This design comes from an exercise in tuning for small area, a short achievable clock period and few clock cycles on the open sky130 flow, not from production work.
The RTL was checked by simulation tests, not by an equivalence proof against the original design.

### design/flow/flow/run.sh
#!/bin/bash
set -euo pipefail
extra=""
while IFS= read -r line; do
  [[ -z "$line" ]] && continue
  extra+="$(printf '%q' "$line") "
done < flow/knobs.txt
awk -v extra="$extra" '{ i = index($0, "\"${@:-finish}\""); if (i > 0) $0 = substr($0, 1, i - 1) extra substr($0, i); print }' standard.sh > standard_knobs.sh
grep -q "SETUP_SLACK_MARGIN" standard_knobs.sh
bash standard_knobs.sh > flow_make.log 2>&1
### design/flow/flow/knobs.txt
SETUP_SLACK_MARGIN=7
BUFFER_PORTS_ARGS=-buffer_cell sky130_fd_sc_hd__buf_4
### design/flow/standard.sh
#!/bin/bash
# synth_recipe.tcl (not shown) runs the flow's synth.tcl, then flattens the netlist and writes it again
# the make line also repeats each setting of config.mk as NAME=value (left out here)
make -C /OpenROAD-flow-scripts/flow DESIGN_CONFIG=/design/flow/config.mk WORK_HOME=/design/flow/orfs CLKGATE_MAP_FILE= SYNTH_SCRIPT=/design/flow/synth_recipe.tcl "${@:-finish}"
### design/flow/config.mk
export PLATFORM = sky130hd
export DESIGN_NAME = rs_decoder
export DESIGN_NICKNAME = rs_decoder
export VERILOG_FILES = /design/flow/design.v
export SDC_FILE = /design/flow/constraint.sdc
export NUM_CORES = 4
export LEC_CHECK = 0
export ABC_AREA = 1
export CAP_MARGIN = 20
export CORE_MARGIN = 2
export CORE_UTILIZATION = 35
export PLACE_DENSITY = 0.5
export SLEW_MARGIN = 20
export TNS_END_PERCENT = 20
### design/flow/constraint.sdc
create_clock -name core_clock -period 11.0 [get_ports {clk}]
set_input_delay 2.2000 -clock core_clock [delete_from_list [all_inputs] [get_ports {clk}]]
set_output_delay 2.2000 -clock core_clock [all_outputs]
set_load 0.01 [all_outputs]
### design/flow/design.v
module gf256mul(
      input [7:0] a,
      input [7:0] b,
      output [7:0] z
      );
reg [14:0] c;
integer i, j;
always @* begin
  c = 15'd0;
  for (i = 0; i < 8; i = i + 1)
    for (j = 0; j < 8; j = j + 1)
      c[i+j] = c[i+j] ^ (a[i] & b[j]);
  for (i = 14; i >= 8; i = i - 1)
    c = c ^ ({15{c[i]}} & (15'h11d << (i - 8)));
end
assign z = c[7:0];
endmodule
module gf256inv_s1(input [7:0] a, output [11:0] p);
  wire [7:0] c;
  assign c[0] = a[0] ^ a[1] ^ a[2] ^ a[3] ^ a[4] ^ a[6] ^ a[7];
  assign c[1] = a[2] ^ a[3] ^ a[6] ^ a[7];
  assign c[2] = a[2] ^ a[4] ^ a[6];
  assign c[3] = a[3] ^ a[4] ^ a[5] ^ a[6];
  assign c[4] = a[4] ^ a[7];
  assign c[5] = a[1] ^ a[3] ^ a[4];
  assign c[6] = a[2] ^ a[5] ^ a[6];
  assign c[7] = a[5];
  wire [3:0] h = c[7:4], l = c[3:0];
  function [3:0] m16(input [3:0] x, input [3:0] y);
    reg [6:0] p; integer i, j;
    begin
      p = 7'd0;
      for (i = 0; i < 4; i = i + 1) for (j = 0; j < 4; j = j + 1) p[i+j] = p[i+j] ^ (x[i] & y[j]);
      m16 = p[3:0] ^ {p[6:4], 1'b0} ^ {1'b0, p[6:4]};
    end
  endfunction
  wire [3:0] h2l, l2;
  assign h2l[0] = h[2];
  assign h2l[1] = h[1] ^ h[2] ^ h[3];
  assign h2l[2] = h[1];
  assign h2l[3] = h[0] ^ h[2] ^ h[3];
  assign l2[0] = l[0] ^ l[2];
  assign l2[1] = l[2];
  assign l2[2] = l[1] ^ l[3];
  assign l2[3] = l[3];
  wire [3:0] dl = h2l ^ l2 ^ m16(h, l);
  assign p = {h, l, dl};
endmodule
module gf256inv_s2(input [11:0] p, output [7:0] z);
  wire [3:0] h = p[11:8], l = p[7:4], dl = p[3:0];
  function [3:0] m16(input [3:0] x, input [3:0] y);
    reg [6:0] p; integer i, j;
    begin
      p = 7'd0;
      for (i = 0; i < 4; i = i + 1) for (j = 0; j < 4; j = j + 1) p[i+j] = p[i+j] ^ (x[i] & y[j]);
      m16 = p[3:0] ^ {p[6:4], 1'b0} ^ {1'b0, p[6:4]};
    end
  endfunction
  reg [3:0] di;
  always @* case (dl)
    4'd0: di = 4'd0;
    4'd1: di = 4'd1;
    4'd2: di = 4'd9;
    4'd3: di = 4'd14;
    4'd4: di = 4'd13;
    4'd5: di = 4'd11;
    4'd6: di = 4'd7;
    4'd7: di = 4'd6;
    4'd8: di = 4'd15;
    4'd9: di = 4'd2;
    4'd10: di = 4'd12;
    4'd11: di = 4'd5;
    4'd12: di = 4'd10;
    4'd13: di = 4'd4;
    4'd14: di = 4'd3;
    4'd15: di = 4'd8;
  endcase
  wire [7:0] q = {m16(h, di), m16(h ^ l, di)};
  assign z[0] = q[0] ^ q[2] ^ q[4] ^ q[5];
  assign z[1] = q[1] ^ q[4] ^ q[5] ^ q[6] ^ q[7];
  assign z[2] = q[1] ^ q[3] ^ q[4] ^ q[7];
  assign z[3] = q[1] ^ q[2] ^ q[4];
  assign z[4] = q[2] ^ q[6] ^ q[7];
  assign z[5] = q[7];
  assign z[6] = q[1] ^ q[3] ^ q[4] ^ q[6];
  assign z[7] = q[2] ^ q[4] ^ q[6] ^ q[7];
endmodule
`timescale 1ns/100ps
module rs_decoder(
      input clk,
      input rst_n,
      input din_val,
      input din_sop,
      input din_eop,
      input [7:0] din,
      output [7:0] el1,
      output [7:0] el2,
      output [7:0] el3,
      output [7:0] el4,
      output [7:0] ev1,
      output [7:0] ev2,
      output [7:0] ev3,
      output [7:0] ev4,
      output [2:0] error_num,
      output dec_done,
      output dec_fail,
      output busy
      );
localparam P = 4;                
function [7:0] gmul(input [7:0] a, input [7:0] b);
  reg [14:0] c;
  integer i, j;
  begin
    c = 15'd0;
    for (i = 0; i < 8; i = i + 1)
      for (j = 0; j < 8; j = j + 1)
        c[i+j] = c[i+j] ^ (a[i] & b[j]);
    for (i = 14; i >= 8; i = i - 1)
      c = c ^ ({15{c[i]}} & (15'h11d << (i - 8)));
    gmul = c[7:0];
  end
endfunction
function [7:0] apow(input integer e);
  integer i;
  reg [7:0] v;
  begin
    v = 8'h01;
    for (i = 0; i < e; i = i + 1)
      v = {v[6:0], 1'b0} ^ (v[7] ? 8'h1d : 8'h00);
    apow = v;
  end
endfunction
reg st_bd, st_bu, st_bw, st_bs, st_om, st_sc, st_rc, st_fn;
reg [5:0] fs;          
reg [3:0] r;           
reg [3:0] mk;          
reg [3:0] L;           
reg [2:0] cnt;         
reg [7:0] base;        
reg [P:1] rootr;       
reg [P:1] mask;        
reg done_r, fail_r;
reg [7:0] s [0:7];     
reg [7:0] lam [1:4];   
reg [7:0] q [1:4];     
reg [7:0] d;           
reg [7:0] evr [0:3];   
reg [7:0] xb;          
assign el1 = s[0]; assign el2 = s[1]; assign el3 = s[2]; assign el4 = s[3];
assign ev1 = evr[0]; assign ev2 = evr[1]; assign ev3 = evr[2]; assign ev4 = evr[3];
assign error_num = L[2:0];
assign dec_done = done_r;
assign dec_fail = fail_r;
assign busy = 1'b0;
wire use_d = st_bu | st_bs | fs[0];
wire sel_q = st_bu | st_bs;
wire sel_e = fs[5];
wire [7:0] la [1:4];
wire [7:0] lb [1:4];
wire [7:0] lz [1:4];
genvar gi, gj, gk;
generate
  for (gi = 1; gi <= 4; gi = gi + 1) begin : lane
    assign la[gi] = use_d ? d : lam[gi];
    assign lb[gi] = sel_q ? q[gi] : sel_e ? evr[gi-1] : s[8 - gi];
    gf256mul mul(.a(la[gi]), .b(lb[gi]), .z(lz[gi]));
  end
endgenerate
wire [7:0] dsum = s[0] ^ (lz[1] & {8{mk[0]}}) ^ (lz[2] & {8{mk[1]}})
                       ^ (lz[3] & {8{mk[2]}}) ^ (lz[4] & {8{mk[3]}});
wire [7:0] inv_a = st_bu ? d : evr[0];
wire [11:0] inv_p;
reg  [11:0] inv_r;
wire [7:0] inv_z;
gf256inv_s1 u_inv1(.a(inv_a), .p(inv_p));
gf256inv_s2 u_inv2(.p(inv_r), .z(inv_z));
always @(posedge clk) inv_r <= inv_p;
wire [7:0] ct   [0:4*P+P];     
wire [7:0] codd [1:P];
wire [7:0] cx   [1:P];
wire [P:1] croot;
generate
  for (gk = 1; gk <= P; gk = gk + 1) begin : cpt
    for (gj = 1; gj <= 4; gj = gj + 1) begin : cterm
      localparam [7:0] C = apow(gj * gk);
      assign ct[gj*P+gk] = gmul(lam[gj], C);
    end
    localparam [7:0] CB1 = apow(255 + gk - P);
    localparam [7:0] CB3 = apow(255 + 3 * (gk - P));
    assign codd[gk] = gmul(lam[1], CB1) ^ gmul(lam[3], CB3);
    assign cx[gk]   = gmul(xb, CB1);
    assign croot[gk] = ((ct[1*P+gk] ^ ct[3*P+gk] ^ 8'h01) == (ct[2*P+gk] ^ ct[4*P+gk])) &
                       ({1'b0, base} + gk - 1 <= 9'd254);
  end
endgenerate
wire [P:1] rrem = rootr & ~mask;
reg [P:1] cfirst;
reg [7:0] cpos, cxv, codv;
integer pk;
always @* begin
  cfirst = {P{1'b0}};
  cpos = 8'h00; cxv = 8'h00; codv = 8'h00;
  for (pk = P; pk >= 1; pk = pk - 1)
    if (rrem[pk]) begin
      cfirst = {P{1'b0}};
      cfirst[pk] = 1'b1;
      cpos = base - P + pk - 1;
      cxv = cx[pk];
      codv = codd[pk];
    end
end
wire c_any  = |croot;
wire c_more = |(rrem & ~cfirst);
wire c_all  = ({1'b0, cnt} + 4'd1 == L);
wire c_last = ({1'b0, base} + P > 9'd254);
wire advance = st_sc;
reg  lastr;           
localparam [7:0] CXP = apow(P);
wire szero = ~|{s[0], s[1], s[2], s[3], s[4], s[5], s[6], s[7]};
wire dnz   = |d;
wire swap  = dnz & ({L, 1'b0} < {1'b0, r});    
wire start = din_val & din_eop;
always @(posedge clk or negedge rst_n)
if (!rst_n) begin
  st_bd <= 1'b0; st_bu <= 1'b0; st_bw <= 1'b0; st_bs <= 1'b0; st_om <= 1'b0;
  st_sc <= 1'b0; st_rc <= 1'b0; st_fn <= 1'b0;
  fs     <= 6'd0;
  r      <= 4'd0;
  mk     <= 4'd0;
  L      <= 4'd0;
  cnt    <= 3'd0;
  base   <= 8'd0;
  rootr  <= {P{1'b0}};
  lastr  <= 1'b0;
  mask   <= {P{1'b0}};
  done_r <= 1'b0;
  fail_r <= 1'b0;
end else begin
  done_r <= 1'b0;
  fs     <= {fs[4:0], 1'b0};
  if (start) begin
    st_bd <= 1'b1; st_bu <= 1'b0; st_bw <= 1'b0; st_bs <= 1'b0; st_om <= 1'b0;
    st_sc <= 1'b0; st_rc <= 1'b0; st_fn <= 1'b0;
    fs <= 6'd0;
    r  <= 4'd0;
    mk <= 4'd0;
    L  <= 4'd0;
  end
  if (st_bd) begin
    if (r == 4'd0 && szero) begin
      st_bd  <= 1'b0;
      done_r <= 1'b1;
      fail_r <= 1'b0;
    end else begin
      st_bd <= 1'b0;
      st_bu <= 1'b1;
      r     <= r + 4'd1;
      mk    <= {mk[2:0], 1'b1};
    end
  end
  if (st_bu) begin
    st_bu <= 1'b0;
    if (swap)
      L <= r - L;
    if (r == 4'd8) begin
      st_om <= 1'b1;
      r     <= 4'd1;
      mk    <= 4'd1;
    end else if (swap)
      st_bw <= 1'b1;
    else
      st_bd <= 1'b1;
  end
  if (st_bw) begin
    st_bw <= 1'b0;
    st_bs <= 1'b1;
  end
  if (st_bs) begin
    st_bs <= 1'b0;
    st_bd <= 1'b1;
  end
  if (st_om) begin
    r  <= r + 4'd1;
    mk <= {mk[2:0], 1'b1};
    if (r == 4'd3) begin
      st_om <= 1'b0;
      cnt   <= 3'd0;
      base  <= 8'd0;
      mask  <= {P{1'b0}};
      if (L > 4'd4 || L == 4'd0) begin
        done_r <= 1'b1;
        fail_r <= 1'b1;
      end else
        st_sc <= 1'b1;
    end
  end
  if (st_sc) begin
    rootr <= croot;
    lastr <= c_last;
    mask  <= {P{1'b0}};
    base  <= base + P;
    if (c_any) begin
      st_sc <= 1'b0;
      st_rc <= 1'b1;
    end else if (c_last) begin
      st_sc  <= 1'b0;
      done_r <= 1'b1;
      fail_r <= 1'b1;
    end
  end
  if (st_rc) begin
    cnt  <= cnt + 3'd1;
    mask <= mask | cfirst;
    if (c_all) begin
      st_rc <= 1'b0;
      st_fn <= 1'b1;
      fs    <= 6'd1;
    end else if (!c_more) begin
      st_rc <= 1'b0;
      if (lastr) begin
        done_r <= 1'b1;
        fail_r <= 1'b1;
      end else
        st_sc <= 1'b1;
    end
  end
  if (fs[5]) begin
    st_fn  <= 1'b0;
    done_r <= 1'b1;
    fail_r <= 1'b0;
  end
end
wire rot = (st_bd & ~(r == 4'd0 && szero)) | (st_bu & (r == 4'd8)) | (st_om & (r != 4'd3));
integer si;
always @(posedge clk)
  if (din_val) begin
    for (si = 0; si < 8; si = si + 1)
      s[si] <= (din_sop ? 8'h00 : gmul(s[si], apow(si + 1))) ^ din;
  end else if (rot) begin
    for (si = 0; si < 8; si = si + 1)
      s[si] <= s[(si + 1) % 8];
  end else if (st_rc) begin
    s[cnt[1:0]]       <= cpos;
    s[7 - cnt[1:0]]   <= cxv;
  end
integer li;
always @(posedge clk) begin
  if (st_bd && r == 4'd0) begin
    for (li = 1; li <= 4; li = li + 1) lam[li] <= 8'h00;
  end
  if (st_bu) begin
    for (li = 1; li <= 4; li = li + 1) lam[li] <= lam[li] ^ lz[li];
  end
  if (advance) begin
    lam[1] <= ct[1*P+P]; lam[2] <= ct[2*P+P]; lam[3] <= ct[3*P+P]; lam[4] <= ct[4*P+P];
  end
  if (fs[0] | fs[1] | fs[2] | fs[3]) begin
    for (li = 1; li <= 4; li = li + 1)
      lam[li] <= lz[li] ^ (fs[0] ? q[2] : fs[1] ? q[1] : fs[2] ? q[3] : 8'h00);
  end
end
always @(posedge clk) begin
  if (st_bd && r == 4'd0) begin
    q[1] <= 8'h01; q[2] <= 8'h00; q[3] <= 8'h00; q[4] <= 8'h00;
  end
  if (st_bu) begin
    if (swap) begin
      q[1] <= 8'h01; q[2] <= lam[1]; q[3] <= lam[2]; q[4] <= lam[3];
    end else begin
      q[1] <= 8'h00; q[2] <= q[1]; q[3] <= q[2]; q[4] <= q[3];
    end
  end
  if (st_bs) begin
    for (li = 1; li <= 4; li = li + 1) q[li] <= lz[li];
  end
  if (st_bu && r == 4'd8) q[3] <= s[0];
  if (st_om) begin
    if (r == 4'd1) q[1] <= dsum;
    if (r == 4'd2) q[2] <= dsum;
  end
end
always @(posedge clk) begin
  if (st_bd) d <= dsum;
  if (st_bw) d <= inv_z;
  if (st_om && r == 4'd3) d <= dsum;
end
integer ei;
always @(posedge clk) begin
  if (st_om) xb <= 8'h01;
  if (advance) xb <= gmul(xb, CXP);
  if (st_rc) evr[cnt[1:0]] <= codv;
  if (fs[0] | fs[1] | fs[2] | fs[3] | fs[4]) begin
    evr[0] <= evr[1]; evr[1] <= evr[2]; evr[2] <= evr[3]; evr[3] <= inv_z;
  end
  if (fs[5]) begin
    for (ei = 0; ei < 4; ei = ei + 1) evr[ei] <= lz[ei+1];
  end
end
endmodule
==> summary.txt <==
==> cell families (layout without fill, tap and decap cells) <==
kind of cell	Yosys count	count (layout)
muxes	1	1
other	1	2
DFF	233	233
and+or+nand+nor	1891	1892
buffers and inverters	586	669
AOI/OAI and AO/OA	619	619
xor gates and xnor gates	645	645
adders and majority gates	30	30
==> metal layers <==
layer / track usage (%) / up-vias / wire length (um)
met1: 43.8 / 13127 / 53900
met3: 5.84 / 210 / 12600
li1: - / 13018 / -
met5: 0 / - / 0
met4: 10.4 / 0 / 4620
met2: 44.7 / 1488 / 51000
==> per-stage QoR <==
step	instance area (um^2)	utilization (%)	cells
floorplan	26500	-	4006
global placement	27900	37.4	4938
detailed placement	27900	37.4	4938
CTS	29400	39.4	5014
global route	30200	40.4	5059
finish	30200	40.4	5060
==> what timing repair did <==
item                                    in CTS  in global routing
setup buffers                                9                 40
cloned                                       5                  4
gates resized for setup                     59                 87
endpoints found under the setup margin     161                196
pin swaps                                    1                 10
==> state kept, by name, indices dropped and copies added (netlist names), 3 cells and up <==
register	flops
s	64
evr	32
lam	32
q	32
d	8
inv_r	8
xb	8
base	6
fs	6
L	4
mask	4
mk	4
r	4
rootr	4
u_inv2.di	4
cnt	3
==> cell type report <==
cell class                 instances  area, um^2
timing repair inverter             5        37.5
inverter                         429        1660
sequential                       233        6500
clock inverter                    15         148
clock buffer                      47        1000
tap                              969        1210
antenna                            1        2.50
fill                            7964       44500
multi-input combinational       3188       18200
timing repair buffer             173        1430
==> final timing paths <==
| path | from | endpoint | slack [ps] |
|---|---|---|---|
| max | r[2] | q[3][6] | 6920 |
| min | lastr | st_sc | 450 |
| max reg2reg | r[2] | q[3][6] | 6920 |
| min reg2reg | lastr | st_sc | 450 |
| max in group asynchronous | rst_n | fs[0] | 8890 |
| min in group asynchronous | rst_n | base[7] | 1650 |
==> layout by cell type (no fill, tap or decap), drive strengths merged, types with 43 or more instances in the layout <==
cell type | Yosys | final
xnor2 | 277 | 277
o211ai | 43 | 43
nor2 | 340 | 341
nand3 | 275 | 275
buf | 40 | 169
clkbuf | 117 | 50
a21oi | 149 | 149
a31oi | 45 | 45
edfxtp | 160 | 160
inv | 419 | 415
xor2 | 366 | 366
o21ai | 284 | 284
dfrtp | 45 | 45
nand2 | 1182 | 1182
==> worst register-to-register path, cell delays in order, from the launching register on <==
cell and delay (ps):
dfrtp_1 510, inv_1 80, ha_1 300, a21o_1 160, a2111oi_0 540, nand2_1 850
inv_1 920, a21oi_1 150, o21ai_0 180, a31oi_1 140
==> results_dict.tcl <==
set metrics [dict create \
    finalCritPeriodShare_pct 37.1 \
    critPathKind "flip-flop to flip-flop" \
    place_hpwl_mm 93.3 \
    synthFlopType "edfxtp_1" \
    gp_congestion 1.04 \
    status "timing/DRC/antenna clean" \
    synth_top_cell_area_share_pct 18.1 \
    rows 100 \
    yosysMostFrequentCell "nand2_1" \
    drive_above_1_share_pct 11.1 \
    synth_top_family_by_area "simple AND/OR/NAND/NOR gates" \
    drt_wl_total_mm 122 \
    reg2reg_depth 9 \
    yosys.area_share.xor_xnor_pct 21.9 \
    syn_area_um2 26500 \
    synth_adder_area_share_pct 1.44 \
    path_cells "inv_1 -> ha_1 -> a21o_1 -> a2111oi_0 -> nand2_1 -> inv_1 -> a21oi_1 -> o21ai_0 -> a31oi_1" \
    cp_common_cell "inv_1" \
    synth-compound-area-share_pct 13.9 \
    ys_top_cells_by_count "nand2_1 (1148), inv_1 (390), xor2_1 (357)" \
    place_ws_ps 5950 \
    drt_pass1_iterations 6 \
    crit_slowest_cell "inv_1" \
    hold_violations 0 \
    clock_skew_ps 41.6 \
    overflow 0 \
    start_util_pct 35.5 \
    crit_arrival_ps 4380 \
    yosysSeqAreaShare_pct 24.5 \
    die_w_um 279 \
    cts_made_buffers 34 \
    period_minus_slack_ps 4080 \
    maxCapViolCount 0 \
    hold_ws_ps 448 \
    cts_tree "built" \
    yosys_register_bits 233 \
    clock_latency_ps 580 \
    fin_ws_ps 6920 \
    synth_top_cell_by_area "edfxtp_1" \
    cts_num_sinks 233 \
    syn_nets 4049 \
    cts_buffer_depth 3 \
    wire_per_inst_um 24.1 \
    num_vias 27843 \
    synth_enable_flop_cells 160 \
    grt_max_degree 56 \
    synthTopCellsByArea "edfxtp_1 (18%), nand2_1 (16%), xor2_1 (12%), xnor2_1 (8.9%), inv_1 (5.5%)" \
    max-slew-margin-rel_pct 17.7 \
    grt_first_pass_wirelength_mm 175 \
    ios 83 \
    setup_tns_ps 0 \
    portBuffers 81 \
    drtAntennaViolNets 0 \
    max_stage_delay_ps 920 \
    synth_warnings 8 \
    fp.coreArea_um2 74700 \
    nets 4107 \
    die_area_um2 78000 \
    grt_pass1_vias 25241 \
    fp.dieH_um 279 \
    track_usage_pct 30.3 \
    drc 0 \
    hold_depth 1 \
    path_max_fanout 31 \
    path_depth 9 \
    ys_types 60 \
    synthMuxAreaShare_pct 0.0377 \
    via_per_inst 5.50 \
    report.final.slew_viol_count 0 \
    hold_path.class "flip-flop to flip-flop" \
    setup_viol 0 \
    clk_pin_slew_ps 60 \
    cts_root_buf "clkbuf_16" \
    htree_levels 2 \
    syn_inst 4006 \
    crit_buf_inv 2 \
    cts_hold_buf 0 \
    yosys.area_share.simple_pct 29.5 \
    async_flop_share_pct 19.3 \
    rsz0062_at_grt "yes" \
    worst_pin_slew_ps 1230 \
    avgSynthCellArea_um2 6.62 \
    end_kind "flip-flop" \
    cp.required_ps 11300 \
    antenna_found_initial 1 \
    fmax_mhz 245 \
    crit_family "compound AO/OA/AOI/OAI gates" \
    cp-start-kind "flip-flop" \
    drt-initial-drc-count 3773 \
    areaGrowthSynthToFinish_pct 13.9 \
]
Testbench counts, summed over its fixed seeds: cycles 126,409.

-- re-timing with driven ports --
How much do the figures lean on ideal ports? The routed layout below was timed once more, with nothing changed but the port constraints.
Step 1: set_driving_cell puts a clkbuf_16 on clk and a buf_2 on each other input, an assumption about the parent block.
Step 2, shift: input delay + t, output delay - t, t = (earliest + latest rising clock arrival at the registers) / 2. This alone moves slack from input paths to output paths.
Three values: ideal, step 1, step 2; two values: the first two.
t, ns: 0.623
slack for setup (ns): 6.922 / 6.922 / 6.785
worst slew at a driven data input, ns: 0.04
After both steps setup and hold are still met in this run. For this run, drivers alone change the setup slack by 0.000 ns; drivers and shift together by -0.137 ns.
